From an optimization exercise on the open Yosys and OpenROAD flow, aimed at small area, a short achievable clock period and few clock cycles per item; shortcuts taken in it are not production practice.
Where RTL was checked, it was by simulation tests only, not by an equivalence proof against the original.
No activity file was given, so power comes from the tool's default toggle rates.

==> run M: inputs <==
==> flow/design.v (excerpt) <==
module DES_ECB (Clk, Reset, Start, X, KEY, OUT, RDY);
   input         Clk;
   input         Reset;
   input         Start;
   input  [63:0] X, KEY;
   output [63:0] OUT;
   output        RDY;
   reg [31:0] L, R;
   reg [55:0] CD;
   reg [3:0] cnt;
   reg        busy;
   assign RDY = ~busy;
   wire [63:0] LR_out = {R, L};
   assign OUT = {LR_out[24], LR_out[56], LR_out[16], LR_out[48], LR_out[8], LR_out[40], LR_out[0], LR_out[32], LR_out[25], LR_out[57], LR_out[17], LR_out[49], LR_out[9], LR_out[41], LR_out[1], LR_out[33], LR_out[26], LR_out[58], LR_out[18], LR_out[50], LR_out[10], LR_out[42], LR_out[2], LR_out[34], LR_out[27], LR_out[59], LR_out[19], LR_out[51], LR_out[11], LR_out[43], LR_out[3], LR_out[35], LR_out[28], LR_out[60], LR_out[20], LR_out[52], LR_out[12], LR_out[44], LR_out[4], LR_out[36], LR_out[29], LR_out[61], LR_out[21], LR_out[53], LR_out[13], LR_out[45], LR_out[5], LR_out[37], LR_out[30], LR_out[62], LR_out[22], LR_out[54], LR_out[14], LR_out[46], LR_out[6], LR_out[38], LR_out[31], LR_out[63], LR_out[23], LR_out[55], LR_out[15], LR_out[47], LR_out[7], LR_out[39]};
   wire [63:0] ipx = {X[6], X[14], X[22], X[30], X[38], X[46], X[54], X[62], X[4], X[12], X[20], X[28], X[36], X[44], X[52], X[60], X[2], X[10], X[18], X[26], X[34], X[42], X[50], X[58], X[0], X[8], X[16], X[24], X[32], X[40], X[48], X[56], X[7], X[15], X[23], X[31], X[39], X[47], X[55], X[63], X[5], X[13], X[21], X[29], X[37], X[45], X[53], X[61], X[3], X[11], X[19], X[27], X[35], X[43], X[51], X[59], X[1], X[9], X[17], X[25], X[33], X[41], X[49], X[57]};
  ...
Settings: LEC_CHECK=0, CAP_MARGIN=20, CORE_MARGIN=2, CORE_UTILIZATION=40, SETUP_SLACK_MARGIN=3, SLEW_MARGIN=20; clock period 6.0 ns.
run.sh (not shown) runs the stock make flow with config.mk's settings and CLKGATE_MAP_FILE= SYNTH_SCRIPT=/design/flow/synth_recipe.tcl, a recipe that flattens the netlist after the stock synthesis.
==> inputs of run P, as changes to run M <==
- SETUP_SLACK_MARGIN: 3 -> 2
==> inputs of run Y, as changes to run M <==
- SETUP_SLACK_MARGIN: 3 -> 4
==> notes <==
Count of clock-buffer cells in the layout, highest first: run M, run P, run Y.
Combinational power: run P is lower than run Y (about 35%).
Die area is the same in run P and run M.
In synthesized area, run Y and run M do not differ.
Cell area: run M is lower than run Y (18%).
The lowest sequential share of layout area belongs to run Y, the highest to run P.
In run Y the sequential power is lower than in run M, by about 10%.
Of run Y and run M, run Y has the higher core utilization (gap 12 points).
The lowest setup slack belongs to run P, the highest to run Y.
==> figures <==
Status: run P complete, no violations; run M complete, no violations; run Y complete, no violations
Detailed-route wire length per cell: run P 19.5 um; run M 19.8 um; run Y 20.6 um
Slowest CP cell: run P xor2_1; run M edfxtp_1; run Y mux4_2
Most frequent standard cell in the layout excluding fill and tap cells: run P clkdlybuf4s50_1; run M clkdlybuf4s50_1; run Y buf_4
Post-layout nets: run P 1,536; run M 1,564; run Y 1,784
Wire length of the first global-routing pass: run P 52.0 mm; run M 53.5 mm; run Y 59.0 mm
Resize count post-CTS: run P 0; run M 24; run Y 436
Launch point of the worst reg-to-reg path: run P R[19]; run M R[4]; run Y R[27]
Area added between synthesis and finish: run P 24.1%; run M 29.0%; run Y 57.7%
Setup repair after global routing missed its margin: run P no; run M yes; run Y yes
Element type at the critical path end: run P flop; run M primary output; run Y flop
Combined area of the multi-input logic cells: run P 7620 um2; run M 7920 um2; run Y 9220 um2
Final instance area: run P 14,000 um2; run M 14,600 um2; run Y 17,800 um2
Critical Path Stages: run P 8; run M 1; run Y 7
Non-filler cells, final: run P 1,734; run M 1,762; run Y 1,982
Routed Wire Length: run P 33.8 mm; run M 34.9 mm; run Y 40.8 mm
Post-Place Setup Slack: run P 2.48 ns; run M 2.63 ns; run Y 2.72 ns
Crit path arrival time: run P 3.69 ns; run M 1.81 ns; run Y 2.94 ns
DR pass1 iterations: run P 5; run M 5; run Y 6
Storage cell area: run P 3140 um2; run M 3140 um2; run Y 3140 um2
Testbench counts of run M, summed over its fixed seeds: cycles 8,704, items 512.
Testbench counts of run P, summed over its fixed seeds: cycles 8,704, items 512.
Testbench counts of run Y, summed over its fixed seeds: cycles 8,704, items 512.

========
==> branch delta: inputs <==
Another version of the RTL of DES_ECB (not shown whole).
clock: 6.0 ns
lec_check: 0
cap_margin: 20
core_margin: 2
core_utilization: 55
cts_buf_list: sky130_fd_sc_hd__clkbuf_4 sky130_fd_sc_hd__clkbuf_8
setup_slack_margin: 3.3
slew_margin: 20
standard.sh (not shown) runs the stock make flow with config.mk's settings and CLKGATE_MAP_FILE= SYNTH_SCRIPT=/design/flow/synth_recipe.tcl, a recipe that flattens the netlist after the stock synthesis.
==> flow/flow/run.sh <==
#!/bin/bash
# Own layout flow: the standard synthesis, then the combinational logic is
# re-mapped with an area-oriented ABC script (flip-flops and their names are kept),
# then the standard layout from floorplan to finish on the re-mapped netlist.
set -uo pipefail
W=$(pwd)
F=$W/flow
LIB=$FLOW_HOME/platforms/$FLOW_PLATFORM/lib/sky130_fd_sc_hd__tt_025C_1v80.lib
R=$W/orfs/results/$FLOW_PLATFORM/DES_ECB/base

bash standard.sh synth > $W/std_synth.log 2>&1 || { echo "standard synth failed"; exit 1; }
cp $R/1_2_yosys.v $W/netlist_std.v

# functional models of the library's combinational cells, for techmap
yosys -p "read_liberty -ignore_miss_func $LIB; delete sky130_fd_sc_hd__*df* sky130_fd_sc_hd__*dl* sky130_fd_sc_hd__lpflow_inputisolatch_1 sky130_fd_sc_hd__*probe*; write_verilog -noattr $W/combcells.v" > $W/combcells.log 2>&1 || { echo "cell models failed"; exit 1; }

REMAP_CELLS=$W/combcells.v REMAP_LIB=$LIB REMAP_IN=$W/netlist_std.v REMAP_TOP=$FLOW_TOP \
REMAP_DONT_USE="$(cat $F/dont_use.txt)" REMAP_ABC=$F/remap.abc REMAP_OUT=$W/netlist_remap.v \
REMAP_STAT=$W/remap_stat.txt yosys -c $F/remap.tcl > $W/remap.log 2>&1 || { echo "remap failed"; exit 1; }

cp $W/netlist_remap.v $R/1_2_yosys.v
rm -f $R/1_synth.odb
export BUFFER_PORTS_ARGS="-buffer_cell sky130_fd_sc_hd__buf_1"
bash standard.sh > $W/std_layout.log 2>&1 || { echo "layout failed"; tail -20 $W/std_layout.log; exit 1; }
==> flow/flow/remap.abc <==
strash
dch -f
map -a
mfs2 -a
strash
dch -f
map -a
mfs2 -a
strash
dch -f
map -a
mfs2 -a
strash
dch -f
map -a
mfs2 -a
strash
dch -f
map -a
mfs2 -a
strash
dch -f
map -a
topo
stime -c
Other scripts of this flow, unchanged in this note and not shown: flow/flow/dont_use.txt, flow/flow/remap.tcl
==> inputs of branch nickel, as changes to branch delta <==
--- a/flow/design.v
+++ b/flow/design.v
@@ -5,14 +5,15 @@
    input  [63:0] X, KEY;
    output [63:0] OUT;
    output        RDY;
    reg [31:0] L, R;       
    reg [55:0] CD;         
    reg [3:0]  cnt;        
-   reg        busy;
-   assign RDY = ~busy;
+   reg        idle;
+   wire       busy = ~idle;
+   assign RDY = idle;
    wire [63:0] RL = {R, L};
    assign OUT = {RL[24], RL[56], RL[16], RL[48], RL[8], RL[40], RL[0], RL[32], RL[25], RL[57], RL[17], RL[49], RL[9], RL[41], RL[1], RL[33], RL[26], RL[58], RL[18], RL[50], RL[10], RL[42], RL[2], RL[34], RL[27], RL[59], RL[19], RL[51], RL[11], RL[43], RL[3], RL[35], RL[28], RL[60], RL[20], RL[52], RL[12], RL[44], RL[4], RL[36], RL[29], RL[61], RL[21], RL[53], RL[13], RL[45], RL[5], RL[37], RL[30], RL[62], RL[22], RL[54], RL[14], RL[46], RL[6], RL[38], RL[31], RL[63], RL[23], RL[55], RL[15], RL[47], RL[7], RL[39]};
    wire [63:0] ipx = {X[6], X[14], X[22], X[30], X[38], X[46], X[54], X[62], X[4], X[12], X[20], X[28], X[36], X[44], X[52], X[60], X[2], X[10], X[18], X[26], X[34], X[42], X[50], X[58], X[0], X[8], X[16], X[24], X[32], X[40], X[48], X[56], X[7], X[15], X[23], X[31], X[39], X[47], X[55], X[63], X[5], X[13], X[21], X[29], X[37], X[45], X[53], X[61], X[3], X[11], X[19], X[27], X[35], X[43], X[51], X[59], X[1], X[9], X[17], X[25], X[33], X[41], X[49], X[57]};
    wire [55:0] pc1 = {KEY[7], KEY[15], KEY[23], KEY[31], KEY[39], KEY[47], KEY[55], KEY[63], KEY[6], KEY[14], KEY[22], KEY[30], KEY[38], KEY[46], KEY[54], KEY[62], KEY[5], KEY[13], KEY[21], KEY[29], KEY[37], KEY[45], KEY[53], KEY[61], KEY[4], KEY[12], KEY[20], KEY[28], KEY[1], KEY[9], KEY[17], KEY[25], KEY[33], KEY[41], KEY[49], KEY[57], KEY[2], KEY[10], KEY[18], KEY[26], KEY[34], KEY[42], KEY[50], KEY[58], KEY[3], KEY[11], KEY[19], KEY[27], KEY[35], KEY[43], KEY[51], KEY[59], KEY[36], KEY[44], KEY[52], KEY[60]};
    wire [55:0] cd0 = {pc1[54], pc1[53], pc1[52], pc1[51], pc1[50], pc1[49], pc1[48], pc1[47], pc1[46], pc1[45], pc1[44], pc1[43], pc1[42], pc1[41], pc1[40], pc1[39], pc1[38], pc1[37], pc1[36], pc1[35], pc1[34], pc1[33], pc1[32], pc1[31], pc1[30], pc1[29], pc1[28], pc1[55], pc1[26], pc1[25], pc1[24], pc1[23], pc1[22], pc1[21], pc1[20], pc1[19], pc1[18], pc1[17], pc1[16], pc1[15], pc1[14], pc1[13], pc1[12], pc1[11], pc1[10], pc1[9], pc1[8], pc1[7], pc1[6], pc1[5], pc1[4], pc1[3], pc1[2], pc1[1], pc1[0], pc1[27]};   
    wire [47:0] rk = {CD[42], CD[39], CD[45], CD[32], CD[55], CD[51], CD[53], CD[28], CD[41], CD[50], CD[35], CD[46], CD[33], CD[37], CD[44], CD[52], CD[30], CD[48], CD[40], CD[49], CD[29], CD[36], CD[43], CD[54], CD[15], CD[4], CD[25], CD[19], CD[9], CD[1], CD[26], CD[16], CD[5], CD[11], CD[23], CD[8], CD[12], CD[7], CD[17], CD[0], CD[22], CD[3], CD[10], CD[14], CD[6], CD[20], CD[27], CD[24]};   
@@ -31,25 +32,25 @@
    wire [55:0] cd_r1 = {CD[54], CD[53], CD[52], CD[51], CD[50], CD[49], CD[48], CD[47], CD[46], CD[45], CD[44], CD[43], CD[42], CD[41], CD[40], CD[39], CD[38], CD[37], CD[36], CD[35], CD[34], CD[33], CD[32], CD[31], CD[30], CD[29], CD[28], CD[55], CD[26], CD[25], CD[24], CD[23], CD[22], CD[21], CD[20], CD[19], CD[18], CD[17], CD[16], CD[15], CD[14], CD[13], CD[12], CD[11], CD[10], CD[9], CD[8], CD[7], CD[6], CD[5], CD[4], CD[3], CD[2], CD[1], CD[0], CD[27]};
    wire [55:0] cd_r2 = {CD[53], CD[52], CD[51], CD[50], CD[49], CD[48], CD[47], CD[46], CD[45], CD[44], CD[43], CD[42], CD[41], CD[40], CD[39], CD[38], CD[37], CD[36], CD[35], CD[34], CD[33], CD[32], CD[31], CD[30], CD[29], CD[28], CD[55], CD[54], CD[25], CD[24], CD[23], CD[22], CD[21], CD[20], CD[19], CD[18], CD[17], CD[16], CD[15], CD[14], CD[13], CD[12], CD[11], CD[10], CD[9], CD[8], CD[7], CD[6], CD[5], CD[4], CD[3], CD[2], CD[1], CD[0], CD[27], CD[26]};
    wire [31:0] r_sel = busy ? L : R;
    wire [31:0] f_g = f & {32{busy}};
    always @(posedge Clk) begin
       if (Reset)
-         busy <= 1'b0;
+         idle <= 1'b1;
       else if (Start)
-         busy <= 1'b1;
+         idle <= 1'b0;
       else if (cnt == 4'd15)
-         busy <= 1'b0;
-      if (Start)
-         cnt <= 4'd0;
-      else
+         idle <= 1'b1;
+      if (busy)
          cnt <= cnt + 4'd1;
-      if (Start)
-         CD <= cd0;
       else
+         cnt <= 4'd0;
+      if (busy)
          CD <= rot1 ? cd_r1 : cd_r2;
+      else
+         CD <= cd0;
       if (Start)
          L <= ipx[63:32];
       else if (busy)
          L <= R;
       R <= Start ? ipx[31:0] : (r_sel ^ f_g);
    end
==> flow/flow/remap.abc (replaced) <==
strash
dch -f
map -a
mfs2 -a
strash
dch -f
map -a
mfs2 -a
strash
dch -f
map -a
mfs2 -a
strash
dch -f
map -B 0.5
topo
SETUP_SLACK_MARGIN = 3.7   (was 3.3)
==> inputs of branch amber, as changes to branch delta <==
--- a/flow/design.v
+++ b/flow/design.v
@@ -27,14 +27,12 @@
    des_sb7 u_sb7 (.a(t[11:6]), .y(s[7:4]));
    des_sb8 u_sb8 (.a(t[5:0]), .y(s[3:0]));
    wire [31:0] f = {s[16], s[25], s[12], s[11], s[3], s[20], s[4], s[15], s[31], s[17], s[9], s[6], s[27], s[14], s[1], s[22], s[30], s[24], s[8], s[18], s[0], s[5], s[29], s[23], s[13], s[19], s[2], s[26], s[10], s[21], s[28], s[7]};   
    wire rot1 = (cnt == 4'd0) | (cnt == 4'd7) | (cnt == 4'd14);
    wire [55:0] cd_r1 = {CD[54], CD[53], CD[52], CD[51], CD[50], CD[49], CD[48], CD[47], CD[46], CD[45], CD[44], CD[43], CD[42], CD[41], CD[40], CD[39], CD[38], CD[37], CD[36], CD[35], CD[34], CD[33], CD[32], CD[31], CD[30], CD[29], CD[28], CD[55], CD[26], CD[25], CD[24], CD[23], CD[22], CD[21], CD[20], CD[19], CD[18], CD[17], CD[16], CD[15], CD[14], CD[13], CD[12], CD[11], CD[10], CD[9], CD[8], CD[7], CD[6], CD[5], CD[4], CD[3], CD[2], CD[1], CD[0], CD[27]};
    wire [55:0] cd_r2 = {CD[53], CD[52], CD[51], CD[50], CD[49], CD[48], CD[47], CD[46], CD[45], CD[44], CD[43], CD[42], CD[41], CD[40], CD[39], CD[38], CD[37], CD[36], CD[35], CD[34], CD[33], CD[32], CD[31], CD[30], CD[29], CD[28], CD[55], CD[54], CD[25], CD[24], CD[23], CD[22], CD[21], CD[20], CD[19], CD[18], CD[17], CD[16], CD[15], CD[14], CD[13], CD[12], CD[11], CD[10], CD[9], CD[8], CD[7], CD[6], CD[5], CD[4], CD[3], CD[2], CD[1], CD[0], CD[27], CD[26]};
-   wire [31:0] r_sel = busy ? L : R;
-   wire [31:0] f_g = f & {32{busy}};
    always @(posedge Clk) begin
       if (Reset)
          busy <= 1'b0;
       else if (Start)
          busy <= 1'b1;
       else if (cnt == 4'd15)
@@ -45,16 +43,15 @@
          cnt <= cnt + 4'd1;
       if (Start)
          CD <= cd0;
       else
          CD <= rot1 ? cd_r1 : cd_r2;
       if (Start)
-         L <= ipx[63:32];
+         {L, R} <= ipx;
       else if (busy)
-         L <= R;
-      R <= Start ? ipx[31:0] : (r_sel ^ f_g);
+         {L, R} <= {R, L ^ f};
    end
 endmodule
 module des_sb1(a, y);
   input [5:0] a;
   wire [5:0] a;
   output [3:0] y;
SETUP_SLACK_MARGIN = 3   (was 3.3)
==> inputs of branch umber, as changes to branch delta <==
==> flow/flow/remap.abc (replaced) <==
strash
dch -f
map -a
mfs2 -a
strash
dch -f
map -a
mfs2 -a
strash
dch -f
map -a
mfs2 -a
strash
dch -f
map -B 0.5
topo
SETUP_SLACK_MARGIN = 3.65   (was 3.3)
==> notes <==
Branch umber went through all stages and came out clean. Branch amber finished clean. Branch nickel produced a clean layout. Branch delta finished clean.
Sequential cell count is the same in branch amber and branch delta.
The lowest first-iteration DRC count belongs to branch umber, the highest to branch amber.
Sequential power: branch amber is larger than branch umber (about 8%).
Between branch delta and branch nickel, the lower via count is in branch delta (gap 2.5%, measured against branch nickel).
Of branch delta and branch nickel, branch delta has the higher sequential share of layout area (gap 1.4 points).
Synthesized cell count: branch nickel < branch delta < branch amber < branch umber.
Final cell count: branch umber > branch amber > branch delta > branch nickel.
==> figures <==
item	branch amber	branch umber	branch delta	branch nickel
Met1 wire length	11.90 mm	12.69 mm	11.98 mm	12.70 mm
Unrepaired setup endpoints after global routing	no	yes	yes	yes
Number of antenna violations at the first check in global routing	0	0	1	0
Crit path to	R[22]$_DFFE_PP_	OUT[36]	R[1]$_DFF_P_	OUT[2]
Endpoint class of the critical path	flop	primary output	flop	primary output
Internal power	2.587 mW	2.314 mW	2.179 mW	2.460 mW
Static Leak	3.964 nW	4.629 nW	3.998 nW	4.765 nW
GPL Wtd Cong	0.9768	0.9895	0.9848	1.047
Portion of the layout cell area used by non-clock buffers	7.102%	7.216%	7.839%	9.526%
HPWL reported at the end of detailed placement	20.72 mm	21.72 mm	21.44 mm	21.64 mm
Number of non-clock inverters in the layout	173	76	160	80
Via density per instance	5.647	5.775	5.843	6.019
Sequential share of power	25.5%	27.5%	28.0%	26.9%
Count of plain and timing-repair buffers in the layout	191	197	201	220
Status	complete, no violations	complete, no violations	complete, no violations	complete, no violations
Power Combinational	3.13 mW	2.47 mW	2.32 mW	2.82 mW
Testbench counts of branch delta, summed over its fixed seeds: cycles 8,704, items 512.
Testbench counts of branch nickel, summed over its fixed seeds: cycles 8,704, items 512.
Testbench counts of branch umber, summed over its fixed seeds: cycles 8,704, items 512.
The RTL of branch amber was laid out without a check of its function.

-- separate check: timing with driven ports --
How much do the figures lean on ideal ports? The routed layouts below were timed once more, with nothing changed but the port constraints. Step 1 sets driving cells, clkbuf_16 on the clock port and buf_2 on the other inputs (assumed; they add their load-dependent delay and slew). Step 2 also shifts input and output timing later by t, the mid clock arrival at the registers, as if the neighbouring blocks saw the same clock. Three values: no drivers, after step 1, after step 2; two values: the first two.
run	shift t [ns]	setup WS [ns]	latest minus earliest clock arrival (ns)	cell pins on the clock port's net
run M	0.476	2.993 / 2.948 / 2.777	0.011 / 0.011	1
run P	0.478	2.488 / 2.488 / 2.488	0.011 / 0.010	1
run Y	0.472	3.239 / 3.239 / 3.239	0.015 / 0.014	1
branch delta	0.490	3.285 / 3.285 / 2.997	0.015 / 0.016	1
branch nickel	0.495	3.636 / 3.597 / 3.348	0.015 / 0.015	1
branch amber	0.488	3.090 / 3.090 / 2.929	0.017 / 0.017	1
branch umber	0.501	3.600 / 3.558 / 3.314	0.011 / 0.012	1
After both steps setup and hold are still met in every run listed.
